From an optimization exercise on the open Yosys and OpenROAD flow, aimed at small area; shortcuts taken in it are not production practice.
RTL that was checked went through simulation tests only; none was proved equivalent to the original.
The RTL of runs 1 and 2 was laid out without a check of its function.

File: flow/run.sh
#!/bin/bash
# synth_recipe.tcl (not shown) runs the flow's synth.tcl, then flattens the netlist and writes it again
# the make line also repeats each setting of config.mk as NAME=value (left out here)
make -C /OpenROAD-flow-scripts/flow DESIGN_CONFIG=/design/flow/config.mk WORK_HOME=/design/flow/orfs CLKGATE_MAP_FILE= SYNTH_SCRIPT=/design/flow/synth_recipe.tcl finish
File: flow/config.mk
export PLATFORM = sky130hd
export DESIGN_NAME = AudioEffects
export DESIGN_NICKNAME = AudioEffects
export VERILOG_FILES = /design/flow/design.v
export SDC_FILE = /design/flow/constraint.sdc
export NUM_CORES = 4
export LEC_CHECK = 0
export CAP_MARGIN = 20
export CORE_MARGIN = 2
export CORE_UTILIZATION = 40
export CTS_BUF_LIST = sky130_fd_sc_hd__clkbuf_16
export CTS_CLUSTER_DIAMETER = 100
export CTS_CLUSTER_SIZE = 24
export SLEW_MARGIN = 20
File: flow/constraint.sdc
create_clock -name core_clock -period 10.0 [get_ports {AUD_BCLK}]
set_input_delay 2.0000 -clock core_clock [delete_from_list [all_inputs] [get_ports {AUD_BCLK}]]
set_output_delay 2.0000 -clock core_clock [all_outputs]
set_load 0.01 [all_outputs]
File: flow/design.v
module AudioADC(
input AUD_BCLK,
input rst,
input AUD_ADCLRCK,
input AUD_ADCDAT,
output reg [15:0] dataL,
output reg [15:0] dataR
);
localparam START = 2'd0, WAIT = 2'd1, BITS = 2'd2, DONE = 2'd3;
reg [1:0] s;
reg [4:0] count;
reg [31:0] shift;
reg doneD;
always @(posedge AUD_BCLK or negedge rst)
begin
	if (rst == 0)
		begin
			s <= START;
			count <= 5'd31;
		end
	else
		case (s)
			START: s <= WAIT;
			WAIT:  if (AUD_ADCLRCK) s <= BITS;
			BITS:
				begin
					count <= count - 5'd1;  
					if (count == 5'd0) s <= DONE;
				end
			DONE:  s <= WAIT;
		endcase
end
always @(posedge AUD_BCLK)
begin
	shift <= {shift[30:0], AUD_ADCDAT};
	doneD <= (s == DONE);
	if (s == DONE)
		dataL <= shift[31:16];
	if (doneD)
		dataR <= shift[16:1];
end
endmodule
module AudioDAC(
input AUD_BCLK,
input rst,
input AUD_DACLRCK,
input [15:0] half,
output load,
output reg loadLo,
output AUD_DACDAT
);
localparam START = 2'd0, WAIT = 2'd1, BITS = 2'd2, DONE = 2'd3;
reg [1:0] s;
reg [4:0] count;
reg [31:0] sr;
reg msb;
assign load = (s == WAIT) & AUD_DACLRCK;
always @(posedge AUD_BCLK or negedge rst)
begin
	if (rst == 0)
		begin
			s <= START;
			count <= 5'd31;
		end
	else
		case (s)
			START: s <= WAIT;
			WAIT:  if (AUD_DACLRCK) s <= BITS;
			BITS:
				begin
					count <= count - 5'd1;  
					if (count == 5'd0) s <= DONE;
				end
			DONE:  s <= WAIT;
		endcase
end
always @(posedge AUD_BCLK)
begin
	loadLo <= load;
	if (load)
		msb <= half[15];
	if (load)
		sr <= {half, sr[14:0], sr[31]};
	else if (loadLo)
		sr <= {sr[30:16], half, sr[31]};
	else
		sr <= {sr[30:0], sr[31]};
end
assign AUD_DACDAT = (s == BITS) ? sr[31] : msb;
endmodule
module FxCore(
input [143:0] x,
input [15:0] dflt,
input lpf,
input hpf,
input comb,
input mavg,
output [15:0] y
);
wire [15:0] u0 = {~x[15], x[14:0]};
wire [15:0] u1 = {~x[31], x[30:16]};
wire [15:0] u2 = {~x[47], x[46:32]};
wire [15:0] u3 = {~x[63], x[62:48]};
wire [15:0] u4 = {~x[79], x[78:64]};
wire [15:0] u5 = {~x[95], x[94:80]};
wire [15:0] u6 = {~x[111], x[110:96]};
wire [15:0] u7 = {~x[127], x[126:112]};
wire [15:0] u8 = {~x[143], x[142:128]};
wire ncomb = ~comb;
wire hs1;
wire hc2;
wire fs3;
wire fc4;
wire fs5;
wire fc6;
wire fs7;
wire fc8;
wire fs9;
wire fc10;
wire fs11;
wire fc12;
wire fs13;
wire fc14;
wire fs15;
wire fc16;
wire fs17;
wire fc18;
wire fs19;
wire fc20;
wire fs21;
wire fc22;
wire fs23;
wire fc24;
wire fs25;
wire fc26;
wire fs27;
wire fc28;
wire fs29;
wire fc30;
wire fs31;
wire fc32;
wire hs33;
wire hc34;
wire fs35;
wire fc36;
wire fs37;
wire fc38;
wire fs39;
wire fc40;
wire fs41;
wire fc42;
wire fs43;
wire fc44;
wire fs45;
wire fc46;
wire fs47;
wire fc48;
wire fs49;
wire fc50;
wire fs51;
wire fc52;
wire fs53;
wire fc54;
wire fs55;
wire fc56;
wire fs57;
wire fc58;
wire fs59;
wire fc60;
wire fs61;
wire fc62;
wire fs63;
wire fc64;
wire hs65;
wire hc66;
wire fs67;
wire fc68;
wire fs69;
wire fc70;
wire fs71;
wire fc72;
wire fs73;
wire fc74;
wire fs75;
wire fc76;
wire fs77;
wire fc78;
wire fs79;
wire fc80;
wire fs81;
wire fc82;
wire fs83;
wire fc84;
wire fs85;
wire fc86;
wire fs87;
wire fc88;
wire fs89;
wire fc90;
wire fs91;
wire fc92;
wire fs93;
wire fc94;
wire fs95;
wire fc96;
wire hs97;
wire hc98;
wire fs99;
wire fc100;
wire fs101;
wire fc102;
wire fs103;
wire fc104;
wire fs105;
wire fc106;
wire fs107;
wire fc108;
wire fs109;
wire fc110;
wire fs111;
wire fc112;
wire fs113;
wire fc114;
wire fs115;
wire fc116;
wire fs117;
wire fc118;
wire fs119;
wire fc120;
wire fs121;
wire fc122;
wire fs123;
wire fc124;
wire fs125;
wire fc126;
wire fs127;
wire fc128;
wire [17:0] oa;
wire [17:0] ob;
wire [17:0] ea;
wire [17:0] eb;
wire fs129;
wire fc130;
wire fs131;
wire fc132;
wire hs133;
wire hc134;
wire fs135;
wire fc136;
wire hs137;
wire hc138;
wire fs139;
wire fc140;
wire hs141;
wire hc142;
wire fs143;
wire fc144;
wire hs145;
wire hc146;
wire fs147;
wire fc148;
wire hs149;
wire hc150;
wire fs151;
wire fc152;
wire hs153;
wire hc154;
wire fs155;
wire fc156;
wire hs157;
wire hc158;
wire fs159;
wire fc160;
wire hs161;
wire hc162;
wire fs163;
wire fc164;
wire hs165;
wire hc166;
wire fs167;
wire fc168;
wire hs169;
wire hc170;
wire fs171;
wire fc172;
wire hs173;
wire hc174;
wire fs175;
wire fc176;
wire hs177;
wire hc178;
wire fs179;
wire fc180;
wire hs181;
wire hc182;
wire fs183;
wire fc184;
wire hs185;
wire hc186;
wire fs187;
wire fc188;
wire fs189;
wire fc190;
wire fs191;
wire fc192;
wire hs193;
wire hc194;
wire fs195;
wire fc196;
wire hs197;
wire hc198;
wire hs199;
wire hc200;
wire fs201;
wire fc202;
wire fs203;
wire fc204;
wire fs205;
wire fc206;
wire fs207;
wire fc208;
wire fs209;
wire fc210;
wire fs211;
wire fc212;
wire fs213;
wire fc214;
wire fs215;
wire fc216;
wire fs217;
wire fc218;
wire fs219;
wire fc220;
wire fs221;
wire fc222;
wire fs223;
wire fc224;
wire fs225;
wire fc226;
wire fs227;
wire fc228;
wire fs229;
wire fc230;
wire fs231;
wire fc232;
wire fs233;
wire fc234;
wire hs235;
wire hc236;
wire fs237;
wire fc238;
wire fs239;
wire fc240;
wire fs241;
wire fc242;
wire fs243;
wire fc244;
wire fs245;
wire fc246;
wire fs247;
wire fc248;
wire fs249;
wire fc250;
wire fs251;
wire fc252;
wire fs253;
wire fc254;
wire fs255;
wire fc256;
wire fs257;
wire fc258;
wire fs259;
wire fc260;
wire fs261;
wire fc262;
wire fs263;
wire fc264;
wire fs265;
wire fc266;
wire fs267;
wire fc268;
wire fs269;
wire fc270;
wire fs271;
wire fc272;
wire [19:0] sa;
wire [19:0] sb;
wire [15:0] p = comb ? u0 : (lpf | hpf | mavg) ? u4 : {~dflt[15], dflt[14:0]};
wire [17:0] qa = {18{lpf | mavg}} & oa;
wire [17:0] qb = {18{lpf | mavg}} & ob;
wire [17:0] ra = {{2{mavg}} & ea[17:16], ({16{mavg}} & ea[15:0]) | ({16{hpf}} & ~ea[15:0]) | ({16{comb}} & ~u8)};
wire [17:0] rb = {{2{mavg}} & eb[17:16], ({16{mavg}} & eb[15:0]) | ({16{hpf}} & ~eb[15:0])};
assign hs1 = u1[0] ^ u3[0];
assign hc2 = u1[0] & u3[0];
assign fs3 = u1[1] ^ u3[1] ^ u5[1];
assign fc4 = (u1[1] & u3[1]) | (u5[1] & (u1[1] ^ u3[1]));
assign fs5 = u1[2] ^ u3[2] ^ u5[2];
assign fc6 = (u1[2] & u3[2]) | (u5[2] & (u1[2] ^ u3[2]));
assign fs7 = u1[3] ^ u3[3] ^ u5[3];
assign fc8 = (u1[3] & u3[3]) | (u5[3] & (u1[3] ^ u3[3]));
assign fs9 = u1[4] ^ u3[4] ^ u5[4];
assign fc10 = (u1[4] & u3[4]) | (u5[4] & (u1[4] ^ u3[4]));
assign fs11 = u1[5] ^ u3[5] ^ u5[5];
assign fc12 = (u1[5] & u3[5]) | (u5[5] & (u1[5] ^ u3[5]));
assign fs13 = u1[6] ^ u3[6] ^ u5[6];
assign fc14 = (u1[6] & u3[6]) | (u5[6] & (u1[6] ^ u3[6]));
assign fs15 = u1[7] ^ u3[7] ^ u5[7];
assign fc16 = (u1[7] & u3[7]) | (u5[7] & (u1[7] ^ u3[7]));
assign fs17 = u1[8] ^ u3[8] ^ u5[8];
assign fc18 = (u1[8] & u3[8]) | (u5[8] & (u1[8] ^ u3[8]));
assign fs19 = u1[9] ^ u3[9] ^ u5[9];
assign fc20 = (u1[9] & u3[9]) | (u5[9] & (u1[9] ^ u3[9]));
assign fs21 = u1[10] ^ u3[10] ^ u5[10];
assign fc22 = (u1[10] & u3[10]) | (u5[10] & (u1[10] ^ u3[10]));
assign fs23 = u1[11] ^ u3[11] ^ u5[11];
assign fc24 = (u1[11] & u3[11]) | (u5[11] & (u1[11] ^ u3[11]));
assign fs25 = u1[12] ^ u3[12] ^ u5[12];
assign fc26 = (u1[12] & u3[12]) | (u5[12] & (u1[12] ^ u3[12]));
assign fs27 = u1[13] ^ u3[13] ^ u5[13];
assign fc28 = (u1[13] & u3[13]) | (u5[13] & (u1[13] ^ u3[13]));
assign fs29 = u1[14] ^ u3[14] ^ u5[14];
assign fc30 = (u1[14] & u3[14]) | (u5[14] & (u1[14] ^ u3[14]));
assign fs31 = u1[15] ^ u3[15] ^ u5[15];
assign fc32 = (u1[15] & u3[15]) | (u5[15] & (u1[15] ^ u3[15]));
assign hs33 = hs1 ^ u5[0];
assign hc34 = hs1 & u5[0];
assign fs35 = fs3 ^ u7[1] ^ hc2;
assign fc36 = (fs3 & u7[1]) | (hc2 & (fs3 ^ u7[1]));
assign fs37 = fs5 ^ u7[2] ^ fc4;
assign fc38 = (fs5 & u7[2]) | (fc4 & (fs5 ^ u7[2]));
assign fs39 = fs7 ^ u7[3] ^ fc6;
assign fc40 = (fs7 & u7[3]) | (fc6 & (fs7 ^ u7[3]));
assign fs41 = fs9 ^ u7[4] ^ fc8;
assign fc42 = (fs9 & u7[4]) | (fc8 & (fs9 ^ u7[4]));
assign fs43 = fs11 ^ u7[5] ^ fc10;
assign fc44 = (fs11 & u7[5]) | (fc10 & (fs11 ^ u7[5]));
assign fs45 = fs13 ^ u7[6] ^ fc12;
assign fc46 = (fs13 & u7[6]) | (fc12 & (fs13 ^ u7[6]));
assign fs47 = fs15 ^ u7[7] ^ fc14;
assign fc48 = (fs15 & u7[7]) | (fc14 & (fs15 ^ u7[7]));
assign fs49 = fs17 ^ u7[8] ^ fc16;
assign fc50 = (fs17 & u7[8]) | (fc16 & (fs17 ^ u7[8]));
assign fs51 = fs19 ^ u7[9] ^ fc18;
assign fc52 = (fs19 & u7[9]) | (fc18 & (fs19 ^ u7[9]));
assign fs53 = fs21 ^ u7[10] ^ fc20;
assign fc54 = (fs21 & u7[10]) | (fc20 & (fs21 ^ u7[10]));
assign fs55 = fs23 ^ u7[11] ^ fc22;
assign fc56 = (fs23 & u7[11]) | (fc22 & (fs23 ^ u7[11]));
assign fs57 = fs25 ^ u7[12] ^ fc24;
assign fc58 = (fs25 & u7[12]) | (fc24 & (fs25 ^ u7[12]));
assign fs59 = fs27 ^ u7[13] ^ fc26;
assign fc60 = (fs27 & u7[13]) | (fc26 & (fs27 ^ u7[13]));
assign fs61 = fs29 ^ u7[14] ^ fc28;
assign fc62 = (fs29 & u7[14]) | (fc28 & (fs29 ^ u7[14]));
assign fs63 = fs31 ^ u7[15] ^ fc30;
assign fc64 = (fs31 & u7[15]) | (fc30 & (fs31 ^ u7[15]));
assign hs65 = u0[0] ^ u2[0];
assign hc66 = u0[0] & u2[0];
assign fs67 = u0[1] ^ u2[1] ^ u6[1];
assign fc68 = (u0[1] & u2[1]) | (u6[1] & (u0[1] ^ u2[1]));
assign fs69 = u0[2] ^ u2[2] ^ u6[2];
assign fc70 = (u0[2] & u2[2]) | (u6[2] & (u0[2] ^ u2[2]));
assign fs71 = u0[3] ^ u2[3] ^ u6[3];
assign fc72 = (u0[3] & u2[3]) | (u6[3] & (u0[3] ^ u2[3]));
assign fs73 = u0[4] ^ u2[4] ^ u6[4];
assign fc74 = (u0[4] & u2[4]) | (u6[4] & (u0[4] ^ u2[4]));
assign fs75 = u0[5] ^ u2[5] ^ u6[5];
assign fc76 = (u0[5] & u2[5]) | (u6[5] & (u0[5] ^ u2[5]));
assign fs77 = u0[6] ^ u2[6] ^ u6[6];
assign fc78 = (u0[6] & u2[6]) | (u6[6] & (u0[6] ^ u2[6]));
assign fs79 = u0[7] ^ u2[7] ^ u6[7];
assign fc80 = (u0[7] & u2[7]) | (u6[7] & (u0[7] ^ u2[7]));
assign fs81 = u0[8] ^ u2[8] ^ u6[8];
assign fc82 = (u0[8] & u2[8]) | (u6[8] & (u0[8] ^ u2[8]));
assign fs83 = u0[9] ^ u2[9] ^ u6[9];
assign fc84 = (u0[9] & u2[9]) | (u6[9] & (u0[9] ^ u2[9]));
assign fs85 = u0[10] ^ u2[10] ^ u6[10];
assign fc86 = (u0[10] & u2[10]) | (u6[10] & (u0[10] ^ u2[10]));
assign fs87 = u0[11] ^ u2[11] ^ u6[11];
assign fc88 = (u0[11] & u2[11]) | (u6[11] & (u0[11] ^ u2[11]));
assign fs89 = u0[12] ^ u2[12] ^ u6[12];
assign fc90 = (u0[12] & u2[12]) | (u6[12] & (u0[12] ^ u2[12]));
assign fs91 = u0[13] ^ u2[13] ^ u6[13];
assign fc92 = (u0[13] & u2[13]) | (u6[13] & (u0[13] ^ u2[13]));
assign fs93 = u0[14] ^ u2[14] ^ u6[14];
assign fc94 = (u0[14] & u2[14]) | (u6[14] & (u0[14] ^ u2[14]));
assign fs95 = u0[15] ^ u2[15] ^ u6[15];
assign fc96 = (u0[15] & u2[15]) | (u6[15] & (u0[15] ^ u2[15]));
assign hs97 = hs65 ^ u6[0];
assign hc98 = hs65 & u6[0];
assign fs99 = fs67 ^ u8[1] ^ hc66;
assign fc100 = (fs67 & u8[1]) | (hc66 & (fs67 ^ u8[1]));
assign fs101 = fs69 ^ u8[2] ^ fc68;
assign fc102 = (fs69 & u8[2]) | (fc68 & (fs69 ^ u8[2]));
assign fs103 = fs71 ^ u8[3] ^ fc70;
assign fc104 = (fs71 & u8[3]) | (fc70 & (fs71 ^ u8[3]));
assign fs105 = fs73 ^ u8[4] ^ fc72;
assign fc106 = (fs73 & u8[4]) | (fc72 & (fs73 ^ u8[4]));
assign fs107 = fs75 ^ u8[5] ^ fc74;
assign fc108 = (fs75 & u8[5]) | (fc74 & (fs75 ^ u8[5]));
assign fs109 = fs77 ^ u8[6] ^ fc76;
assign fc110 = (fs77 & u8[6]) | (fc76 & (fs77 ^ u8[6]));
assign fs111 = fs79 ^ u8[7] ^ fc78;
assign fc112 = (fs79 & u8[7]) | (fc78 & (fs79 ^ u8[7]));
assign fs113 = fs81 ^ u8[8] ^ fc80;
assign fc114 = (fs81 & u8[8]) | (fc80 & (fs81 ^ u8[8]));
assign fs115 = fs83 ^ u8[9] ^ fc82;
assign fc116 = (fs83 & u8[9]) | (fc82 & (fs83 ^ u8[9]));
assign fs117 = fs85 ^ u8[10] ^ fc84;
assign fc118 = (fs85 & u8[10]) | (fc84 & (fs85 ^ u8[10]));
assign fs119 = fs87 ^ u8[11] ^ fc86;
assign fc120 = (fs87 & u8[11]) | (fc86 & (fs87 ^ u8[11]));
assign fs121 = fs89 ^ u8[12] ^ fc88;
assign fc122 = (fs89 & u8[12]) | (fc88 & (fs89 ^ u8[12]));
assign fs123 = fs91 ^ u8[13] ^ fc90;
assign fc124 = (fs91 & u8[13]) | (fc90 & (fs91 ^ u8[13]));
assign fs125 = fs93 ^ u8[14] ^ fc92;
assign fc126 = (fs93 & u8[14]) | (fc92 & (fs93 ^ u8[14]));
assign fs127 = fs95 ^ u8[15] ^ fc94;
assign fc128 = (fs95 & u8[15]) | (fc94 & (fs95 ^ u8[15]));
assign oa = {1'b0, fc32, fs63, fs61, fs59, fs57, fs55, fs53, fs51, fs49, fs47, fs45, fs43, fs41, fs39, fs37, fs35, hs33};
assign ob = {1'b0, fc64, fc62, fc60, fc58, fc56, fc54, fc52, fc50, fc48, fc46, fc44, fc42, fc40, fc38, fc36, hc34, u7[0]};
assign ea = {1'b0, fc96, fs127, fs125, fs123, fs121, fs119, fs117, fs115, fs113, fs111, fs109, fs107, fs105, fs103, fs101, fs99, hs97};
assign eb = {1'b0, fc128, fc126, fc124, fc122, fc120, fc118, fc116, fc114, fc112, fc110, fc108, fc106, fc104, fc102, fc100, hc98, u8[0]};
assign fs129 = p[0] ^ qa[0] ^ qb[0];
assign fc130 = (p[0] & qa[0]) | (qb[0] & (p[0] ^ qa[0]));
assign fs131 = p[1] ^ qa[1] ^ qb[1];
assign fc132 = (p[1] & qa[1]) | (qb[1] & (p[1] ^ qa[1]));
assign hs133 = ra[1] ^ rb[1];
assign hc134 = ra[1] & rb[1];
assign fs135 = p[2] ^ qa[2] ^ qb[2];
assign fc136 = (p[2] & qa[2]) | (qb[2] & (p[2] ^ qa[2]));
assign hs137 = ra[2] ^ rb[2];
assign hc138 = ra[2] & rb[2];
assign fs139 = p[3] ^ qa[3] ^ qb[3];
assign fc140 = (p[3] & qa[3]) | (qb[3] & (p[3] ^ qa[3]));
assign hs141 = ra[3] ^ rb[3];
assign hc142 = ra[3] & rb[3];
assign fs143 = p[4] ^ qa[4] ^ qb[4];
assign fc144 = (p[4] & qa[4]) | (qb[4] & (p[4] ^ qa[4]));
assign hs145 = ra[4] ^ rb[4];
assign hc146 = ra[4] & rb[4];
assign fs147 = p[5] ^ qa[5] ^ qb[5];
assign fc148 = (p[5] & qa[5]) | (qb[5] & (p[5] ^ qa[5]));
assign hs149 = ra[5] ^ rb[5];
assign hc150 = ra[5] & rb[5];
assign fs151 = p[6] ^ qa[6] ^ qb[6];
assign fc152 = (p[6] & qa[6]) | (qb[6] & (p[6] ^ qa[6]));
assign hs153 = ra[6] ^ rb[6];
assign hc154 = ra[6] & rb[6];
assign fs155 = p[7] ^ qa[7] ^ qb[7];
assign fc156 = (p[7] & qa[7]) | (qb[7] & (p[7] ^ qa[7]));
assign hs157 = ra[7] ^ rb[7];
assign hc158 = ra[7] & rb[7];
assign fs159 = p[8] ^ qa[8] ^ qb[8];
assign fc160 = (p[8] & qa[8]) | (qb[8] & (p[8] ^ qa[8]));
assign hs161 = ra[8] ^ rb[8];
assign hc162 = ra[8] & rb[8];
assign fs163 = p[9] ^ qa[9] ^ qb[9];
assign fc164 = (p[9] & qa[9]) | (qb[9] & (p[9] ^ qa[9]));
assign hs165 = ra[9] ^ rb[9];
assign hc166 = ra[9] & rb[9];
assign fs167 = p[10] ^ qa[10] ^ qb[10];
assign fc168 = (p[10] & qa[10]) | (qb[10] & (p[10] ^ qa[10]));
assign hs169 = ra[10] ^ rb[10];
assign hc170 = ra[10] & rb[10];
assign fs171 = p[11] ^ qa[11] ^ qb[11];
assign fc172 = (p[11] & qa[11]) | (qb[11] & (p[11] ^ qa[11]));
assign hs173 = ra[11] ^ rb[11];
assign hc174 = ra[11] & rb[11];
assign fs175 = p[12] ^ qa[12] ^ qb[12];
assign fc176 = (p[12] & qa[12]) | (qb[12] & (p[12] ^ qa[12]));
assign hs177 = ra[12] ^ rb[12];
assign hc178 = ra[12] & rb[12];
assign fs179 = p[13] ^ qa[13] ^ qb[13];
assign fc180 = (p[13] & qa[13]) | (qb[13] & (p[13] ^ qa[13]));
assign hs181 = ra[13] ^ rb[13];
assign hc182 = ra[13] & rb[13];
assign fs183 = p[14] ^ qa[14] ^ qb[14];
assign fc184 = (p[14] & qa[14]) | (qb[14] & (p[14] ^ qa[14]));
assign hs185 = ra[14] ^ rb[14];
assign hc186 = ra[14] & rb[14];
assign fs187 = p[15] ^ qa[15] ^ qb[15];
assign fc188 = (p[15] & qa[15]) | (qb[15] & (p[15] ^ qa[15]));
assign fs189 = ra[15] ^ rb[15] ^ ncomb;
assign fc190 = (ra[15] & rb[15]) | (ncomb & (ra[15] ^ rb[15]));
assign fs191 = qa[16] ^ qb[16] ^ ra[16];
assign fc192 = (qa[16] & qb[16]) | (ra[16] & (qa[16] ^ qb[16]));
assign hs193 = rb[16] ^ 1'b1;
assign hc194 = rb[16] & 1'b1;
assign fs195 = qa[17] ^ qb[17] ^ ra[17];
assign fc196 = (qa[17] & qb[17]) | (ra[17] & (qa[17] ^ qb[17]));
assign hs197 = rb[17] ^ 1'b1;
assign hc198 = rb[17] & 1'b1;
assign hs199 = fs129 ^ ra[0];
assign hc200 = fs129 & ra[0];
assign fs201 = fs131 ^ hs133 ^ hpf;
assign fc202 = (fs131 & hs133) | (hpf & (fs131 ^ hs133));
assign fs203 = fs135 ^ hs137 ^ fc132;
assign fc204 = (fs135 & hs137) | (fc132 & (fs135 ^ hs137));
assign fs205 = fs139 ^ hs141 ^ fc136;
assign fc206 = (fs139 & hs141) | (fc136 & (fs139 ^ hs141));
assign fs207 = fs143 ^ hs145 ^ fc140;
assign fc208 = (fs143 & hs145) | (fc140 & (fs143 ^ hs145));
assign fs209 = fs147 ^ hs149 ^ fc144;
assign fc210 = (fs147 & hs149) | (fc144 & (fs147 ^ hs149));
assign fs211 = fs151 ^ hs153 ^ fc148;
assign fc212 = (fs151 & hs153) | (fc148 & (fs151 ^ hs153));
assign fs213 = fs155 ^ hs157 ^ fc152;
assign fc214 = (fs155 & hs157) | (fc152 & (fs155 ^ hs157));
assign fs215 = fs159 ^ hs161 ^ fc156;
assign fc216 = (fs159 & hs161) | (fc156 & (fs159 ^ hs161));
assign fs217 = fs163 ^ hs165 ^ fc160;
assign fc218 = (fs163 & hs165) | (fc160 & (fs163 ^ hs165));
assign fs219 = fs167 ^ hs169 ^ fc164;
assign fc220 = (fs167 & hs169) | (fc164 & (fs167 ^ hs169));
assign fs221 = fs171 ^ hs173 ^ fc168;
assign fc222 = (fs171 & hs173) | (fc168 & (fs171 ^ hs173));
assign fs223 = fs175 ^ hs177 ^ fc172;
assign fc224 = (fs175 & hs177) | (fc172 & (fs175 ^ hs177));
assign fs225 = fs179 ^ hs181 ^ fc176;
assign fc226 = (fs179 & hs181) | (fc176 & (fs179 ^ hs181));
assign fs227 = fs183 ^ hs185 ^ fc180;
assign fc228 = (fs183 & hs185) | (fc180 & (fs183 ^ hs185));
assign fs229 = fs187 ^ fs189 ^ fc184;
assign fc230 = (fs187 & fs189) | (fc184 & (fs187 ^ fs189));
assign fs231 = fs191 ^ hs193 ^ fc188;
assign fc232 = (fs191 & hs193) | (fc188 & (fs191 ^ hs193));
assign fs233 = fs195 ^ hs197 ^ fc192;
assign fc234 = (fs195 & hs197) | (fc192 & (fs195 ^ hs197));
assign hs235 = hs199 ^ rb[0];
assign hc236 = hs199 & rb[0];
assign fs237 = fs201 ^ fc130 ^ hc200;
assign fc238 = (fs201 & fc130) | (hc200 & (fs201 ^ fc130));
assign fs239 = fs203 ^ hc134 ^ fc202;
assign fc240 = (fs203 & hc134) | (fc202 & (fs203 ^ hc134));
assign fs241 = fs205 ^ hc138 ^ fc204;
assign fc242 = (fs205 & hc138) | (fc204 & (fs205 ^ hc138));
assign fs243 = fs207 ^ hc142 ^ fc206;
assign fc244 = (fs207 & hc142) | (fc206 & (fs207 ^ hc142));
assign fs245 = fs209 ^ hc146 ^ fc208;
assign fc246 = (fs209 & hc146) | (fc208 & (fs209 ^ hc146));
assign fs247 = fs211 ^ hc150 ^ fc210;
assign fc248 = (fs211 & hc150) | (fc210 & (fs211 ^ hc150));
assign fs249 = fs213 ^ hc154 ^ fc212;
assign fc250 = (fs213 & hc154) | (fc212 & (fs213 ^ hc154));
assign fs251 = fs215 ^ hc158 ^ fc214;
assign fc252 = (fs215 & hc158) | (fc214 & (fs215 ^ hc158));
assign fs253 = fs217 ^ hc162 ^ fc216;
assign fc254 = (fs217 & hc162) | (fc216 & (fs217 ^ hc162));
assign fs255 = fs219 ^ hc166 ^ fc218;
assign fc256 = (fs219 & hc166) | (fc218 & (fs219 ^ hc166));
assign fs257 = fs221 ^ hc170 ^ fc220;
assign fc258 = (fs221 & hc170) | (fc220 & (fs221 ^ hc170));
assign fs259 = fs223 ^ hc174 ^ fc222;
assign fc260 = (fs223 & hc174) | (fc222 & (fs223 ^ hc174));
assign fs261 = fs225 ^ hc178 ^ fc224;
assign fc262 = (fs225 & hc178) | (fc224 & (fs225 ^ hc178));
assign fs263 = fs227 ^ hc182 ^ fc226;
assign fc264 = (fs227 & hc182) | (fc226 & (fs227 ^ hc182));
assign fs265 = fs229 ^ hc186 ^ fc228;
assign fc266 = (fs229 & hc186) | (fc228 & (fs229 ^ hc186));
assign fs267 = fs231 ^ fc190 ^ fc230;
assign fc268 = (fs231 & fc190) | (fc230 & (fs231 ^ fc190));
assign fs269 = fs233 ^ hc194 ^ fc232;
assign fc270 = (fs233 & hc194) | (fc232 & (fs233 ^ hc194));
assign fs271 = fc196 ^ hc198 ^ fc234;
assign fc272 = (fc196 & hc198) | (fc234 & (fc196 ^ hc198));
assign sa = {1'b1, fs271, fs269, fs267, fs265, fs263, fs261, fs259, fs257, fs255, fs253, fs251, fs249, fs247, fs245, fs243, fs241, fs239, fs237, hs235};
assign sb = {fc272, fc270, fc268, fc266, fc264, fc262, fc260, fc258, fc256, fc254, fc252, fc250, fc248, fc246, fc244, fc242, fc240, fc238, hc236, comb};
wire [20:0] cc;
wire [19:0] s;
assign cc[0] = 1'b0;
genvar gi;
generate for (gi = 0; gi < 20; gi = gi + 1) begin : rca
	assign s[gi] = sa[gi] ^ sb[gi] ^ cc[gi];
	assign cc[gi+1] = (sa[gi] & sb[gi]) | (cc[gi] & (sa[gi] ^ sb[gi]));
end endgenerate
wire negfrac = s[19] & (s[2:0] != 3'd0);
wire [16:0] aones;   
wire [15:0] avg;
assign aones[0] = 1'b1;
genvar ai;
generate for (ai = 0; ai < 16; ai = ai + 1) begin : div
	assign aones[ai+1] = aones[ai] & s[ai+3];
	assign avg[ai] = s[ai+3] ^ (negfrac & aones[ai]);
end endgenerate
assign y = mavg ? avg : s[15:0];
endmodule
module AudioEffects(
input AUD_BCLK,
input rst,
input sw1,
input sw2,
input sw3,
input sw4,
input sw5,
input AUD_ADCDAT,
input AUD_ADCLRCK,
input AUD_DACLRCK,
output AUD_DACDAT
);
wire [15:0] adcL, adcR;
wire dacLoad;
wire phase;         
wire dacBit;
AudioADC myADC(
.AUD_BCLK(AUD_BCLK),
.rst(rst),
.AUD_ADCLRCK(AUD_ADCLRCK),
.AUD_ADCDAT(AUD_ADCDAT),
.dataL(adcL),
.dataR(adcR)
);
reg [143:0] lineL;
reg [143:0] lineR;
reg shiftR;
always @(posedge AUD_BCLK)
begin
	shiftR <= AUD_DACLRCK;
	if (AUD_DACLRCK == 1)
		lineL <= {lineL[127:0], adcL};
	if (shiftR == 1)
		lineR <= {lineR[127:0], adcR};
end
reg [3:0] selD;
always @(posedge AUD_BCLK)
	selD <= {sw5, sw4, sw3, sw2};
wire [3:0] sel = phase ? selD : {sw5, sw4, sw3, sw2};
wire [143:0] x = phase ? lineR : lineL;
wire [15:0] dflt = phase ? adcR : adcL;
wire [15:0] half;
FxCore core(.x(x), .dflt(dflt),
	.lpf(sel == 4'b1000), .hpf(sel == 4'b0100), .comb(sel == 4'b0010), .mavg(sel == 4'b0001),
	.y(half));
AudioDAC myDAC(
.AUD_BCLK(AUD_BCLK),
.rst(rst),
.AUD_DACLRCK(AUD_DACLRCK),
.half(half),
.load(dacLoad),
.loadLo(phase),
.AUD_DACDAT(dacBit)
);
assign AUD_DACDAT = sw1 & dacBit;
endmodule
==> impl_metrics.json, run 1 <==
{
  "synth_top_cell_by_area": "edfxtp_1",
  "vias": 9568,
  "worstMarginPinSlew_ns": 1.08,
  "synth_seq_area_share_pct": 61.4,
  "drv_cap": 0,
  "placed_area_um2": 20100,
  "grt-ovfl-total": 0,
  "so_faults": "negative setup slack",
  "grt_pass1_wl_um": 58000,
  "crit_path_start_kind": "input pin",
  "finalSetupViolCount": 32,
  "final_cell_mix": "edfxtp_1, mux2i_1, fa_1",
  "drt.antenna.violating_nets": 0,
  "synthCells": 1165,
  "worst_setup_path_end_kind": "flop",
  "hold_path.class": "flop to flop",
  "dp.cells": 1836,
  "cp_common_cell": "fa_2",
  "crit_required_ns": 10.47,
  "finalWorstSetupSlack_ns": -1.43,
  "rsz0062_at_grt": "true",
  "synthSimpleGateAreaFrac_pct": 5.00,
  "path_class": "input pin to flop",
  "grt_max_degree": 66,
  "slowest_delay_ns": 0.54,
  "ys_warn_count": 3,
  "synth_ff_type": "edfxtp_1",
  "fin_cells": 1881,
  "final_util_pct": 45.5,
  "tritoncts": "done",
  "wl_per_cell_um": 19.7,
  "fin_worst_skew_ns": 0.0220,
  "clock_path_buffers": 3,
  "final_cell_area_um2": 21100,
  "period_share_pct": 114,
  "layout.nets": 1430,
  "synth-edff-count": 321,
  "coreArea_um2": 46300,
  "die_area_um2": 48200,
  "numCtsBuffers": 21,
  "ys_ff_latch": 406,
  "synth_xor_area_share_pct": 0.895,
  "dpl.hpwl_um": 25200,
  "antenna_found_initial": 0,
  "die_width_um": 220,
  "cts_max_level": 1,
  "max_freq_ghz": 0.0875,
  "area_delta_synth_final_pct": 13.2,
  "cts_root_buf": "clkbuf_16",
  "finalMaxSlewViolations": 0,
  "slowest_stage": "or4b_4",
  "r2r_cells": 35,
  "synthDistinctLibCells": 65,
  "min_period_ns": 11.43,
  "cts_hold_buf": 0,
  "place_congestion": 0.779,
  "die_height_um": 220,
  "drt-total-wl_um": 37000,
  "synth-compound-area-share_pct": 5.18,
  "relSlewSlack_pct": 27.9,
  "hold_violations": 0,
  "synth_fa_ha_area_share_pct": 16.0,
  "ios": 11,
  "port_buffers": 10,
  "diodes": 0,
  "clk_latency_ns": 0.56,
  "first_iter_violations": 715,
  "async_flop_share_pct": 3.45,
  "dp_slack_ns": -2.39,
  "grt_use_total_pct": 15.6,
  "grt_pass1_vias": 10100,
  "synth_top_family_by_area": "adder cells",
  "path_max_fanout": 4,
  "drc": 0,
  "syn_area_um2": 18600,
  "layout_commonest_cell": "edfxtp_1",
  "layout-drive-gt1-share_pct": 21.0,
  "synthMuxAreaShare_pct": 8.86,
  "hold-path-cell-count": 0,
  "fillCellCount": 4068,
  "syn_nets": 1335,
  "rows": 79,
  "synth_area_leaders": "edfxtp_1, fa_1, dfxtp_1",
  "synth.top_cell.area_share_pct": 51.8,
  "start_util_pct": 40.2,
  "clk_pin_slew_ns": 0.09,
  "status": "finished with violations",
  "viasPerCell": 5.09,
  "postSynthAreaPerCell_um2": 16.0,
  "firstDrtPassIters": 6,
  "clock-sinks": 406,
  "cp.arrival_ns": 11.90
}
==> final cells by class <==
type / instances / area [um2] / area share (%)
Clock buffer: 21 / 526 / 2.50
Sequential cell: 406 / 11400 / 54.3
Timing Repair Buffer: 119 / 971 / 4.61
Clock inverter: 16 / 91.3 / 0.434
Multi-Input combinational cell: 640 / 7000 / 33.3
Inverter: 72 / 270 / 1.28
Tap cell: 607 / 759 / 3.61
==> final timing paths <==
path	from	end	slack, ns
setup / recovery	sw3	myDAC.sr[13]	-1.43
hold / removal	myADC.shift[0]	myADC.shift[1]	0.33
setup reg to reg	myDAC.loadLo	myDAC.sr[13]	-0.90
hold reg to reg	myADC.shift[0]	myADC.shift[1]	0.33
max in group asynchronous	rst	myADC.s[0]	7.79
min in group asynchronous	rst	myDAC.s[0]	1.82
==> sequential cells by signal (all words and copies together), names as in the netlist <==
signal / cells
lineL: 144
myADC.dataL: 16
myDAC.sr: 32
selD: 4
myDAC.loadLo: 1
lineR: 144
myADC.shift: 32
myADC.dataR: 16
myDAC.count: 5
myADC.s: 2
myADC.count: 5
myADC.doneD: 1
myDAC.s: 2
shiftR: 1
myDAC.msb: 1
==> per-layer routing <==
metal	GRT usage (%)	vias up	wire [um]
met5	0	-	0
met4	3.06	0	637
met3	1.78	39	1240
met2	25.2	146	17300
met1	23.1	4949	17900
li1	-	4434	-
==> Yosys cell counts, drive strengths merged, types with 2 or more instances <==
master,count
buf,33
fa,129
dfxtp,71
mux4,2
inv,72
xnor2,9
nor3b,3
dfrtp,4
xor2,10
clkbuf,14
nor4b,3
or3,4
nand4b,2
a21o,3
or2,4
nand4,7
edfxtp,321
a211oi,3
o21ai,39
dfstp,10
or4b,2
nor3,11
and2,2
o31ai,5
nand2,51
a31oi,3
nor2b,26
mux2i,122
ha,31
and3b,2
o221ai,4
a221o,13
and3,5
nand3,5
nand2b,10
o21a,2
nor4,5
a21oi,17
o22ai,2
nor2,32
mux2,34
a221oi,25
==> timing repair <==
| item | 4_1_cts | 5_1_grt |
|---|---|---|
| cloned | 0 | 0 |
| pin swaps | 17 | 19 |
| setup endpoints to repair | 32 | 32 |
| buffers inserted | 4 | 5 |
| resized for setup | 38 | 32 |
==> cells by family after synthesis <==
logic type / count (synthesis)
xor gates and xnor gates: 19
AOI/OAI and AO/OA: 125
buffers and inverters: 119
adders and majority gates: 160
muxes: 158
and+or+nand+nor: 178
DFF: 406
==> through the flow <==
stage	hold slack, ns	setup TNS (ns)
after floorplan	0.310	-42.16
after global placement	0.311	-65.90
after detailed placement	0.312	-70.14
after CTS	0.334	-40.21
after global routing	0.344	-49.94
final	0.334	-40.93
==> critical path: cells and delay by family <==
family                     cells  cell delay [ns]
buffers and inverters          7             0.57
AOI/OAI and AO/OA              3             0.60
muxes                          2             0.26
adders and majority gates     20             7.12
and+or+nand+nor                4             1.38
==> run 2, diff against run 1 <==
--- a/flow/design.v
+++ b/flow/design.v
@@ -669,11 +669,22 @@
 assign sa = {1'b1, fs271, fs269, fs267, fs265, fs263, fs261, fs259, fs257, fs255, fs253, fs251, fs249, fs247, fs245, fs243, fs241, fs239, fs237, hs235};
 assign sb = {fc272, fc270, fc268, fc266, fc264, fc262, fc260, fc258, fc256, fc254, fc252, fc250, fc248, fc246, fc244, fc242, fc240, fc238, hc236, comb};
-wire [20:0] cc;
+wire [20:0] cc;    
+wire [19:0] s0;    
 wire [19:0] s;
 assign cc[0] = 1'b0;
+assign cc[12] = 1'b0;
 genvar gi;
 generate for (gi = 0; gi < 20; gi = gi + 1) begin : rca
-	assign s[gi] = sa[gi] ^ sb[gi] ^ cc[gi];
-	assign cc[gi+1] = (sa[gi] & sb[gi]) | (cc[gi] & (sa[gi] ^ sb[gi]));
+	assign s0[gi] = sa[gi] ^ sb[gi] ^ cc[gi];
+	if (gi != 11)
+		assign cc[gi+1] = (sa[gi] & sb[gi]) | (cc[gi] & (sa[gi] ^ sb[gi]));
+end endgenerate
+assign s[11:0] = s0[11:0];
+wire cin12 = (sa[11] & sb[11]) | (cc[11] & (sa[11] ^ sb[11]));
+wire [20:12] ones12;   
+assign ones12[12] = 1'b1;
+generate for (gi = 12; gi < 20; gi = gi + 1) begin : inc12
+	assign ones12[gi+1] = ones12[gi] & s0[gi];
+	assign s[gi] = s0[gi] ^ (cin12 & ones12[gi]);
 end endgenerate
 wire negfrac = s[19] & (s[2:0] != 3'd0);
--- a/flow/config.mk
+++ b/flow/config.mk
@@ -6,4 +6,5 @@
 export NUM_CORES = 4
 export LEC_CHECK = 0
+export ABC_AREA = 1
 export CAP_MARGIN = 20
 export CORE_MARGIN = 2
==> run 2 against run 1 <==
  * The run now finishes clean
  * Area after synthesis grew 0.28%
  * Sequential share of layout area grew 1.8 points
  * Highest routed layer unchanged
  * Global-route usage shrank 0.27 points
  * Non-clock buffer count shrank 48
==> impl_metrics.json, run 2 <==
{
  "postSynthAreaPerCell_um2": 13.3,
  "synth_commonest_cells": "edfxtp_1, nand2_1, fa_1",
  "synth-edff-count": 321,
  "layout-drive-gt1-share_pct": 9.59,
  "syn_nets": 1572,
  "first_iter_violations": 771,
  "synthCells": 1401,
  "finalSetupViolCount": 0,
  "hold-path-cell-count": 0,
  "die_width_um": 220,
  "clk_pin_slew_ns": 0.10,
  "period_share_pct": 95.6,
  "hold_violations": 0,
  "synthDistinctLibCells": 45,
  "ys_ff_latch": 406,
  "grt_pass1_vias": 10600,
  "numCtsBuffers": 20,
  "cts_max_level": 1,
  "port_buffers": 10,
  "ios": 11,
  "antenna_found_initial": 0,
  "slowest_stage": "fa_1",
  "clk_latency_ns": 0.56,
  "hold_path.class": "flop to flop",
  "die_area_um2": 48400,
  "area_delta_synth_final_pct": 9.31,
  "min_period_ns": 9.56,
  "finalMaxSlewViolations": 0,
  "synth_area_leaders": "edfxtp_1, fa_1, dfxtp_1",
  "path_buf_inv": 6,
  "fin_worst_skew_ns": 0.0418,
  "cp_common_cell": "fa_2",
  "worst_setup_path_end_kind": "flop",
  "synth_seq_area_share_pct": 61.2,
  "drt.antenna.violating_nets": 0,
  "syn_area_um2": 18700,
  "dpl.hpwl_um": 24700,
  "synth_most_common_cell": "edfxtp_1",
  "grt-ovfl-total": 0,
  "slowest_delay_ns": 0.57,
  "coreArea_um2": 46300,
  "rows": 79,
  "worstMarginPinSlew_ns": 1.07,
  "clock-sinks": 406,
  "grt_max_degree": 74,
  "place_congestion": 0.813,
  "grt_use_total_pct": 15.4,
  "post-cts-setup-buffers": 0,
  "drt-total-wl_um": 35700,
  "cts_root_buf": "clkbuf_16",
  "path_class": "input pin to flop",
  "grt_pass1_wl_um": 57700,
  "synth_top_cell_by_area": "edfxtp_1",
  "r2r-start": "myDAC.loadLo",
  "ys_warn_count": 3,
  "drc": 0,
  "diodes": 0,
  "top_regs": "lineL (144), lineR (144)",
  "relSlewSlack_pct": 28.5,
  "layout.nets": 1617,
  "die_height_um": 220,
  "r2r-end": "myDAC.sr[3]",
  "dp.cells": 2031,
  "tritoncts": "done",
  "async_flop_share_pct": 3.45,
  "path_max_fanout": 5,
  "crit_path_start_kind": "input pin",
  "hold_end": "myADC.shift[23]",
  "finalSetupTns_ns": 0,
  "start_util_pct": 40.3,
  "viasPerCell": 4.89,
  "clock_path_buffers": 3,
  "drv_cap": 0,
  "hold_start": "myADC.shift[22]",
  "max_freq_ghz": 0.105,
  "firstDrtPassIters": 5,
  "final_cell_mix": "edfxtp_1, nand2_1, inv_1",
  "r2r_cells": 33,
  "crit_required_ns": 10.45,
  "wl_per_cell_um": 17.3,
  "status": "complete, no violations",
  "synth_ff_type": "edfxtp_1",
  "synth.top_cell.area_share_pct": 51.7,
  "layout_commonest_cell": "edfxtp_1",
  "rrSetupSlack_ns": 0.93,
  "fin_cells": 2067,
  "critPathTopFamily": "adder cells",
  "vias": 10100,
  "cp.arrival_ns": 10.02
}
==> run 2: final cells by class <==
type / instances / area [um2]
Clock buffer: 21 / 526
Clock inverter: 15 / 56.3
Fill cell: 4215 / 25900
Inverter: 136 / 514
Multi-Input combinational cell: 811 / 6550
Sequential cell: 406 / 11400
Tap cell: 607 / 759
Timing Repair Buffer: 71 / 559
==> run 2: worst register-to-register path, delay by kind of cell, from the launching register on <==
family,cells,cell delay [ns]
simple gates,7,0.62
compound gates,1,0.09
fa+ha+maj,12,5.26
mux,2,0.48
flops,1,0.63
buf+inv,11,1.88
==> run 2: worst max-delay path by stage <==
stage               start      endpoint  slack (ns)  depth (start not counted)
floorplan             sw4  myDAC.sr[16]        0.16                         35
global placement      sw4  myDAC.sr[16]       -0.44                         38
detailed placement    sw4  myDAC.sr[15]       -0.55                         36
CTS                   sw4  myDAC.sr[15]        0.04                         36
global route          sw2  myDAC.sr[16]       -0.02                         40
finish                sw2  myDAC.sr[14]        0.44                         37
==> run 2: repair_timing <==
item	in CTS	in global routing
gates resized for setup	0	17
setup endpoints to repair	0	32
hold endpoints to repair	0	0
hold buffers	0	0
==> run 2: cell families (layout without fill, tap and decap cells) <==
family                   after synthesis  after routing  share of synthesized area [%]
AND/OR/NAND/NOR                      428            428                           9.48
flip-flops                           406            406                           61.2
buffers and inverters                184            243                           3.93
XOR/XNOR                              14             14                          0.657
multiplexers                         101            101                           5.42
AO/OA/AOI/OAI                        107            107                           3.33
adder cells (fa/ha/maj)              161            161                           15.9
==> run 2: metrics by stage <==
stage,util (%),area [um2],hold slack (ns),worst slack [ns]
after floorplan,-,18700,0.310,0.159
after global placement,42.7,19800,0.334,-0.440
after CTS,44.0,20300,0.341,0.0436
after global routing,44.1,20400,0.362,-0.0175
after detailed placement,42.7,19800,0.337,-0.550
final,44.1,20400,0.345,0.438
==> run 2: layer usage <==
| metal | track usage (%) | wire [um] | vias to the layer above |
|---|---|---|---|
| met4 | 2.66 | 554 | 0 |
| li1 | - | - | 4825 |
| met5 | 0 | 0 | - |
| met3 | 2.26 | 1430 | 42 |
| met1 | 22.3 | 16800 | 5073 |
| met2 | 24.9 | 16900 | 163 |
==> run 3, diff against run 2 <==
--- a/flow/design.v
+++ b/flow/design.v
@@ -673,18 +673,27 @@
 wire [19:0] s;
 assign cc[0] = 1'b0;
-assign cc[12] = 1'b0;
+assign cc[7] = 1'b0;
+assign cc[13] = 1'b0;
 genvar gi;
 generate for (gi = 0; gi < 20; gi = gi + 1) begin : rca
 	assign s0[gi] = sa[gi] ^ sb[gi] ^ cc[gi];
-	if (gi != 11)
+	if (gi != 6 && gi != 12)
 		assign cc[gi+1] = (sa[gi] & sb[gi]) | (cc[gi] & (sa[gi] ^ sb[gi]));
 end endgenerate
-assign s[11:0] = s0[11:0];
-wire cin12 = (sa[11] & sb[11]) | (cc[11] & (sa[11] ^ sb[11]));
-wire [20:12] ones12;   
-assign ones12[12] = 1'b1;
-generate for (gi = 12; gi < 20; gi = gi + 1) begin : inc12
-	assign ones12[gi+1] = ones12[gi] & s0[gi];
-	assign s[gi] = s0[gi] ^ (cin12 & ones12[gi]);
+assign s[6:0] = s0[6:0];
+wire cin7 = (sa[6] & sb[6]) | (cc[6] & (sa[6] ^ sb[6]));
+wire [13:7] ones7;   
+assign ones7[7] = 1'b1;
+generate for (gi = 7; gi < 13; gi = gi + 1) begin : inc7
+	assign ones7[gi+1] = ones7[gi] & s0[gi];
+	assign s[gi] = s0[gi] ^ (cin7 & ones7[gi]);
+end endgenerate
+wire cout13 = (sa[12] & sb[12]) | (cc[12] & (sa[12] ^ sb[12]));
+wire cin13 = cout13 | (cin7 & ones7[13]);
+wire [20:13] ones13;   
+assign ones13[13] = 1'b1;
+generate for (gi = 13; gi < 20; gi = gi + 1) begin : inc13
+	assign ones13[gi+1] = ones13[gi] & s0[gi];
+	assign s[gi] = s0[gi] ^ (cin13 & ones13[gi]);
 end endgenerate
 wire negfrac = s[19] & (s[2:0] != 3'd0);
--- a/flow/config.mk
+++ b/flow/config.mk
@@ -6,5 +6,4 @@
 export NUM_CORES = 4
 export LEC_CHECK = 0
-export ABC_AREA = 1
 export CAP_MARGIN = 20
 export CORE_MARGIN = 2
==> run 3 against run 2 <==
  * Still clean
  * Routed wire length shrank 4.3%
  * Final cell count shrank 11%
  * Count of clock-buffer cells in the layout is the same
  * Sequential share of layout area grew 0.13 points
  * Highest routed layer unchanged
==> impl_metrics.json, run 3 <==
{
  "crit_required_ns": 10.44,
  "die_height_um": 221,
  "post-cts-setup-buffers": 0,
  "slowest_stage": "fa_1",
  "cts-resized-gates": 0,
  "antenna_found_initial": 0,
  "hold-path-cell-count": 0,
  "dpl.hpwl_um": 23900,
  "synthDistinctLibCells": 73,
  "cts_hold_buf": 0,
  "final_cell_mix": "edfxtp_1, fa_1, mux2i_1",
  "cts_max_level": 1,
  "syn_area_um2": 18800,
  "grt_pass1_vias": 9720,
  "drt-total-wl_um": 34200,
  "layout-drive-gt1-share_pct": 11.1,
  "min_period_ns": 9.50,
  "clk_pin_slew_ns": 0.10,
  "ys_ff_latch": 406,
  "grt_use_total_pct": 14.4,
  "coreArea_um2": 46500,
  "path_class": "input pin to flop",
  "start_util_pct": 40.4,
  "clk_latency_ns": 0.54,
  "rows": 79,
  "syn_nets": 1372,
  "wl_met1_um": 17000,
  "viasPerCell": 5.08,
  "vias": 9366,
  "postSynthAreaPerCell_um2": 15.7,
  "finalSetupViolCount": 0,
  "synth_commonest_cells": "edfxtp_1, fa_1, mux2i_1",
  "relSlewSlack_pct": 27.6,
  "dr_wl_met3_um": 1220,
  "synth.top_cell.area_share_pct": 51.3,
  "drv_cap": 0,
  "place_congestion": 0.779,
  "synth_ff_type": "edfxtp_1",
  "r2r_cells": 25,
  "cts_root_buf": "clkbuf_16",
  "clock-sinks": 406,
  "cp.depth": 27,
  "hold_path.class": "flop to flop",
  "top_regs": "lineL (144), lineR (144)",
  "worst_setup_path_end_kind": "flop",
  "clock_path_buffers": 3,
  "ys_warn_count": 3,
  "synth_top_cell_by_area": "edfxtp_1",
  "tritoncts": "done",
  "path_buf_inv": 3,
  "ios": 11,
  "async_flop_share_pct": 3.45,
  "die_width_um": 221,
  "die_area_um2": 48700,
  "wl_per_cell_um": 18.5,
  "synthCells": 1200,
  "synth_seq_area_share_pct": 60.8,
  "cp_common_cell": "fa_1",
  "slowest_delay_ns": 0.55,
  "synth-edff-count": 321,
  "max_freq_ghz": 0.105,
  "port_buffers": 10,
  "hold_violations": 0,
  "worstMarginPinSlew_ns": 1.08,
  "layout.nets": 1395,
  "fin_worst_skew_ns": 0.0187,
  "dp.cells": 1808,
  "grt_max_degree": 79,
  "status": "complete, no violations",
  "drc": 0,
  "numCtsBuffers": 20,
  "layout_commonest_cell": "edfxtp_1",
  "crit_path_start_kind": "input pin",
  "path_max_fanout": 8,
  "finalSetupTns_ns": 0,
  "routed.top_layer": "met4",
  "rsz0062_at_grt": "false",
  "fin_cells": 1845,
  "grt_pass1_wl_um": 55100,
  "period_share_pct": 95.0,
  "grt-ovfl-total": 0,
  "finalMaxSlewViolations": 0,
  "synth_most_common_cell": "edfxtp_1",
  "critPathTopFamily": "adder cells",
  "first_iter_violations": 706,
  "cp.arrival_ns": 9.94,
  "firstDrtPassIters": 5,
  "drt.antenna.violating_nets": 0,
  "routed-wl-met2_um": 15400,
  "area_delta_synth_final_pct": 8.27,
  "synth_area_leaders": "edfxtp_1, fa_1, dfxtp_1"
}
[run 3: cell types whose count changed in the layout (fill, tap and decap cells not counted), moves of 31 or more]
cell     previous run  this run
inv_1             141        89
mux2_2              0        33
nand2_1           275        81
nand3_1            52         9
nor2_1             63        32
[run 3: per-layer routing]
layer  up-vias  GRT usage, %
li1       4366             -
met1      4844          22.4
met2       128          21.9
met3        28          1.94
met4         0          2.47
met5         -             0
[run 3: worst paths after layout]
kind / startpoint / endpoint / slack (ns)
min in group asynchronous: rst / myADC.s[1] / 1.86
hold reg to reg: myADC.shift[3] / myADC.shift[4] / 0.35
hold / removal: myADC.shift[3] / myADC.shift[4] / 0.35
setup reg to reg: myDAC.loadLo / myDAC.sr[31] / 1.30
setup / recovery: sw5 / myDAC.sr[31] / 0.50
max in group asynchronous: rst / myDAC.s[1] / 7.74
[run 3: through the flow]
stage,hold slack (ns),area [um2],util (%),worst slack (ns)
floorplan,0.310,18800,-,0.300
global route,0.356,20300,43.8,0.0300
CTS,0.352,20300,43.8,0.431
finish,0.351,20300,43.8,0.498
global placement,0.335,19800,42.5,0.0261
detailed placement,0.338,19800,42.5,-0.138
[run 3: area by class of cell]
cell class | count | area, um2
clock buffer | 21 | 526
clock inverter | 15 | 56.3
tap | 607 | 759
fill | 4173 | 26100
timing repair buffer | 48 | 412
inverter | 76 | 285
sequential | 406 | 11400
antenna | 1 | 2.50
multi-input combinational | 671 | 6870
[run 3: cell families after synthesis]
group,count (synthesis),share of synthesized area (%)
XOR/XNOR,23,1.11
adder cells (fa/ha/maj),162,15.9
AND/OR/NAND/NOR,204,5.44
AO/OA/AOI/OAI,126,4.49
multiplexers,156,9.60
buffers and inverters,123,2.71
flip-flops,406,60.8
==> run 4, diff against run 3 <==
--- a/flow/config.mk
+++ b/flow/config.mk
@@ -6,4 +6,5 @@
 export NUM_CORES = 4
 export LEC_CHECK = 0
+export ABC_AREA = 1
 export CAP_MARGIN = 20
 export CORE_MARGIN = 2
@@ -12,3 +13,4 @@
 export CTS_CLUSTER_DIAMETER = 100
 export CTS_CLUSTER_SIZE = 24
+export PLACE_DENSITY = 0.75
 export SLEW_MARGIN = 20
==> run 4 against run 3 <==
  * Still clean
  * Hold slack hardly changed
  * Clock skew increased by 0.0032 ns
  * Design area shrank 1.2%
  * Fmax grew 4.6%
  * First-iteration DRC count grew 63%
  * Die area shrank 0.24%
  * Routed wire length rose by 2.1%
  * Non-clock buffer count decreased by 22
  * Synthesized cell count rose by 19%
  * Core utilization down 0.45 points
  * Via count is 9.2% higher
  * Critical endpoint is now myDAC.msb
==> impl_metrics.json, run 4 <==
{
  "die_width_um": 220,
  "first_iter_violations": 1153,
  "grt_pass1_vias": 10700,
  "finalWorstSetupSlack_ns": 0.912,
  "clk_latency_ns": 0.55,
  "drt.antenna.violating_nets": 0,
  "cp_common_cell": "fa_1",
  "vias": 10200,
  "port_buffers": 10,
  "fillCellCount": 4147,
  "clock_path_buffers": 3,
  "diodes": 0,
  "fin_worst_skew_ns": 0.0219,
  "layout.nets": 1597,
  "path_class": "input pin to flop",
  "area_delta_synth_final_pct": 7.20,
  "dpl.hpwl_um": 24000,
  "status": "complete, no violations",
  "clock-sinks": 406,
  "crit_path_start_kind": "input pin",
  "syn_nets": 1597,
  "synth_most_common_cell": "edfxtp_1",
  "die_height_um": 220,
  "clk_pin_slew_ns": 0.09,
  "regArea_um2": 11400,
  "grt_use_total_pct": 14.8,
  "slowest_stage": "fa_1",
  "post-cts-setup-buffers": 0,
  "wl_per_cell_um": 17.1,
  "drt-total-wl_um": 34900,
  "path_buf_inv": 7,
  "min_period_ns": 9.09,
  "postSynthAreaPerCell_um2": 13.2,
  "grt-ovfl-total": 0,
  "rrSetupSlack_ns": 1.38,
  "drv_cap": 0,
  "grt_max_degree": 82,
  "placed_area_um2": 19500,
  "path_max_fanout": 11,
  "final_cell_area_um2": 20100,
  "layout-drive-gt1-share_pct": 5.77,
  "dp.cells": 2010,
  "finalMaxSlewViolations": 0,
  "hold_violations": 0,
  "start_util_pct": 40.4,
  "firstDrtPassIters": 5,
  "cts_hold_buf": 0,
  "critPathTopFamily": "adder cells",
  "tritoncts": "done",
  "worst_setup_path_end_kind": "flop",
  "max_freq_ghz": 0.110,
  "synth_top_cell_by_area": "edfxtp_1",
  "synthDistinctLibCells": 40,
  "async_flop_share_pct": 3.45,
  "final_cell_mix": "edfxtp_1, nand2_1, inv_1",
  "antenna_found_initial": 0,
  "place_congestion": 0.855,
  "final_util_pct": 43.3,
  "syn_area_um2": 18700,
  "slowest_delay_ns": 0.56,
  "relSlewSlack_pct": 36.4,
  "multiInputGateArea_um2": 6570,
  "crit_required_ns": 10.30,
  "top_regs": "lineL (144), lineR (144)",
  "coreArea_um2": 46400,
  "cts_root_buf": "clkbuf_16",
  "cts_max_level": 1,
  "worstMarginPinSlew_ns": 0.954,
  "rsz0062_at_grt": "false",
  "drc": 0,
  "cts-resized-gates": 0,
  "numCtsBuffers": 20,
  "ios": 11,
  "synth_seq_area_share_pct": 60.9,
  "rows": 79,
  "synthCells": 1425,
  "synth_ff_type": "edfxtp_1",
  "synth_commonest_cells": "edfxtp_1, nand2_1, inv_1",
  "period_share_pct": 90.9,
  "layout_commonest_cell": "edfxtp_1",
  "grt_pass1_wl_um": 56700,
  "ys_warn_count": 3,
  "die_area_um2": 48600,
  "finalSetupTns_ns": 0,
  "dp_slack_ns": 0.358,
  "viasPerCell": 5.00,
  "synth.top_cell.area_share_pct": 51.4,
  "hold_path.class": "flop to flop",
  "ys_ff_latch": 406,
  "cp.arrival_ns": 9.39,
  "fin_cells": 2046,
  "synth-edff-count": 321,
  "finalSetupViolCount": 0,
  "synth_area_leaders": "edfxtp_1, fa_1, dfxtp_1"
}
## run 4: changes by cell type after synthesis, sizes merged, moves of 9 or more
cell    previous run  this run
and2              25         0
nand3              9        70
nand2b             9         0
or2                3        12
a21oi             17         7
nor2              33        67
mux2              34         0
and3               9         0
mux4              16         0
o211ai             1        15
inv               75       140
o21ai             59        69
a221o             13         0
nand2             82       291
## run 4: layout make-up
type	instances	area share, %
clock buffer	20	2.49
clock inverter	16	0.361
inverter	143	2.68
multi-input combinational	828	32.7
sequential	406	56.9
tap	607	3.78
timing repair buffer	26	1.12
## run 4: layer usage
layer,up-vias,track usage [%],part of all wire (%)
met4,0,2.93,1.7
met3,35,2.21,6.4
met1,5088,21.4,45
met5,-,0,0
li1,4805,-,-
met2,299,24.0,47
## run 4: logic make-up after synthesis
family | count (synthesis) | share of synthesized area [%]
simple gates | 445 | 9.91
xor+xnor | 13 | 0.607
buf+inv | 191 | 4.04
flops | 406 | 60.9
fa+ha+maj | 162 | 15.9
compound gates | 109 | 3.31
mux | 99 | 5.29
## run 4: worst paths after layout
check                               startpoint             end  cells after the start
worst max-delay path                       sw5       myDAC.msb                     34
worst min-delay path            myADC.shift[2]  myADC.shift[3]                      0
worst max register to register    myDAC.loadLo       myDAC.msb                     34
worst min register to register  myADC.shift[2]  myADC.shift[3]                      0
max in group asynchronous                  rst      myDAC.s[1]                      1
min in group asynchronous                  rst      myADC.s[0]                      1
## run 4: metrics by stage
step	hold WS, ns
5_1_grt	0.359
3_3_place_gp	0.332
3_5_place_dp	0.334
4_1_cts	0.354
2_1_floorplan	0.310
6_report	0.351
## run 4: worst reg2reg max path, delay by kind of cell (launching register included)
family,cells,cell delay (ns)
AOI/OAI and AO/OA,2,0.28
buffers and inverters,7,1.08
adders and majority gates,10,4.12
and+or+nand+nor,15,2.24
DFF,1,0.65
==> run 5, diff against run 4 <==
--- a/flow/config.mk
+++ b/flow/config.mk
@@ -13,4 +13,3 @@
 export CTS_CLUSTER_DIAMETER = 100
 export CTS_CLUSTER_SIZE = 24
-export PLACE_DENSITY = 0.75
 export SLEW_MARGIN = 20
==> run 5 against run 4 <==
  * First-iteration DRC count shrank 36%
  * Sequential share of layout area shrank 0.12 points
  * Count of clock-buffer cells in the layout grew 1
  * Setup slack gained 0.12 ns
  * Still clean on timing, DRC and antenna
  * Global-route usage grew 0.65 points
  * Via count shrank 1.8%
  * Register-to-register slack is essentially flat
  * Area after synthesis is the same
  * Routed wire length grew 4.4%
  * Die area is the same
==> impl_metrics.json, run 5 <==
{
  "finalSetupViolCount": 0,
  "max_freq_ghz": 0.112,
  "syn_nets": 1597,
  "rsz0062_at_grt": "false",
  "top_regs": "lineL (144), lineR (144)",
  "synth.top_cell.area_share_pct": 51.4,
  "antenna_found_initial": 0,
  "period_share_pct": 89.7,
  "dpl.hpwl_um": 25000,
  "min_period_ns": 8.97,
  "grt_use_total_pct": 15.5,
  "cts_hold_buf": 0,
  "viasPerCell": 4.90,
  "drv_cap": 0,
  "first_iter_violations": 741,
  "numCtsBuffers": 21,
  "synth_ff_type": "edfxtp_1",
  "die_width_um": 220,
  "fin_worst_skew_ns": 0.0245,
  "vias": 10000,
  "postSynthAreaPerCell_um2": 13.2,
  "synth_most_common_cell": "edfxtp_1",
  "crit_required_ns": 10.45,
  "synth_area_leaders": "edfxtp_1, fa_1, dfxtp_1",
  "drt-total-wl_um": 36500,
  "grt_pass1_wl_um": 57900,
  "worst_setup_path_end_kind": "flop",
  "hold_end": "myADC.shift[1]",
  "path_max_fanout": 19,
  "syn_area_um2": 18700,
  "finalMaxSlewViolations": 0,
  "layout-drive-gt1-share_pct": 6.04,
  "cts_max_level": 1,
  "worstMarginPinSlew_ns": 1.05,
  "rrSetupSlack_ns": 1.38,
  "ios": 11,
  "diodes": 0,
  "path_class": "input pin to flop",
  "hold-path-cell-count": 0,
  "firstDrtPassIters": 5,
  "fillCellCount": 4206,
  "async_flop_share_pct": 3.45,
  "post-cts-setup-buffers": 0,
  "r2r-end": "myDAC.sr[16]",
  "clk_latency_ns": 0.56,
  "wl_per_cell_um": 17.8,
  "drt.antenna.violating_nets": 0,
  "relSlewSlack_pct": 30.0,
  "layout_commonest_cell": "edfxtp_1",
  "slowest_stage": "fa_1",
  "cp.arrival_ns": 9.42,
  "clk_pin_slew_ns": 0.09,
  "synth_seq_area_share_pct": 60.9,
  "finalWorstSetupSlack_ns": 1.03,
  "die_height_um": 220,
  "r2r_cells": 36,
  "synth_commonest_cells": "edfxtp_1, nand2_1, inv_1",
  "final_cell_mix": "edfxtp_1, nand2_1, inv_1",
  "hold_violations": 0,
  "grt-ovfl-total": 0,
  "ys_ff_latch": 406,
  "die_area_um2": 48600,
  "hold_path.class": "flop to flop",
  "ys_warn_count": 3,
  "crit_path_start_kind": "input pin",
  "dp_slack_ns": 0.444,
  "grt_max_degree": 94,
  "grt_pass1_vias": 10300,
  "r2r-start": "myDAC.loadLo",
  "drc": 0,
  "cts_root_buf": "clkbuf_16",
  "finalSetupTns_ns": 0,
  "start_util_pct": 40.4,
  "synth_top_cell_by_area": "edfxtp_1",
  "synthCells": 1425,
  "clock-sinks": 406,
  "slowest_delay_ns": 0.56,
  "clock_path_buffers": 3,
  "area_delta_synth_final_pct": 7.43,
  "synth-edff-count": 321,
  "hold_start": "myADC.shift[0]",
  "cts-resized-gates": 0,
  "tritoncts": "done",
  "place_congestion": 0.843,
  "status": "complete, no violations",
  "port_buffers": 10,
  "rows": 79,
  "cp_common_cell": "fa_1",
  "coreArea_um2": 46400,
  "layout.nets": 1598,
  "synthDistinctLibCells": 40
}
run 5: cell types whose count changed in the layout (fill, tap and decap cells not counted):
cell        change
inv_6           +4
inv_1           -2
buf_12          +1
buf_6           -1
clkbuf_16       +1
clkinv_1        -1
clkinv_8        -1
clkinvlp_2      +1
ha_1            +1
ha_2            -1
run 5: cell type report:
class	instances	area (um2)	area share (%)
clock inverters	17	85.1	0.422
inverters	143	539	2.68
repair buffers	26	234	1.16
well taps	607	759	3.77
clock buffers	21	526	2.61
flip-flops and latches	406	11400	56.8
multi-input cells	828	6560	32.6
run 5: routing by layer:
layer	track usage, %	vias up	part of all wire (%)
met5	0	-	0
met4	2.89	0	1.5
met3	2.14	32	3.4
met2	24.8	155	46
met1	22.7	5045	49
li1	-	4811	-
run 5: logic make-up (layout without fill, tap and decap cells):
group	Yosys count	count (layout)	synth area share [%]
simple gates	445	445	9.91
buf+inv	191	207	4.04
compound gates	109	109	3.31
flops	406	406	60.9
xor+xnor	13	13	0.607
mux	99	99	5.29
fa+ha+maj	162	162	15.9
run 5: worst max-delay path: cells and delay by family:
family                   cells  cell delay [ns]
AND/OR/NAND/NOR             17             1.87
buffers and inverters        5             0.98
AO/OA/AOI/OAI                2             0.41
adder cells (fa/ha/maj)     10             4.00
XOR/XNOR                     1             0.16
run 5: through the flow:
step,hold WS [ns],utilization (%),instance area [um2],instances
final,0.341,43.4,20100,2048
after detailed placement,0.322,42.1,19500,2010
after global routing,0.358,43.4,20100,2048
after CTS,0.344,43.4,20100,2048
after floorplan,0.310,-,18700,1425
after global placement,0.319,42.1,19500,2010
run 5: how the worst max path moves through the flow:
| stage | from | end | slack [ns] |
|---|---|---|---|
| detailed placement | sw5 | myDAC.sr[16] | 0.44 |
| finish | sw4 | myDAC.sr[16] | 1.03 |
| floorplan | sw4 | myDAC.msb | 1.52 |
| CTS | sw5 | myDAC.sr[16] | 1.02 |
| global placement | sw4 | myDAC.msb | 0.60 |
| global route | sw4 | myDAC.sr[16] | 0.54 |

[separate check: timing with driven ports]
In the flow no input, the clock included, has a driving cell. The finished layouts below were timed again as built, in two steps. Step 1 (the two cells are an assumption about what drives the block):
set clk [get_ports {AUD_BCLK}]
set_driving_cell -lib_cell sky130_fd_sc_hd__clkbuf_16 $clk
set_driving_cell -lib_cell sky130_fd_sc_hd__buf_2 [delete_from_list [all_inputs] $clk]
Step 2 moves the port delays by t, midway between the first and last clock arrival at a register: inputs arrive t later, outputs are due t later. That takes back most of the time a late clock gives input paths. a / b / c = ideal / step 1 / step 2; a / b = the first two.
| run | shift t [ns] | setup slack, ns | worst setup path at the end | cell pins on the clock port's net |
|---|---|---|---|---|
| run 1 | 0.599 | -1.432 / -1.410 / -2.009 | input to register | 1 |
| run 2 | 0.597 | 0.438 / 0.471 / -0.126 | input to register | 1 |
| run 3 | 0.585 | 0.498 / 0.527 / -0.057 | input to register | 1 |
| run 4 | 0.594 | 0.912 / 0.934 / 0.340 | input to register | 1 |
| run 5 | 0.601 | 1.033 / 1.060 / 0.459 | input to register | 1 |
With both steps, setup timing fails in run 2 and run 3, where it was met with ideal ports. The setup slack of run 1, which loses most, moves by +0.022 ns with the drivers and by -0.577 ns with both steps.
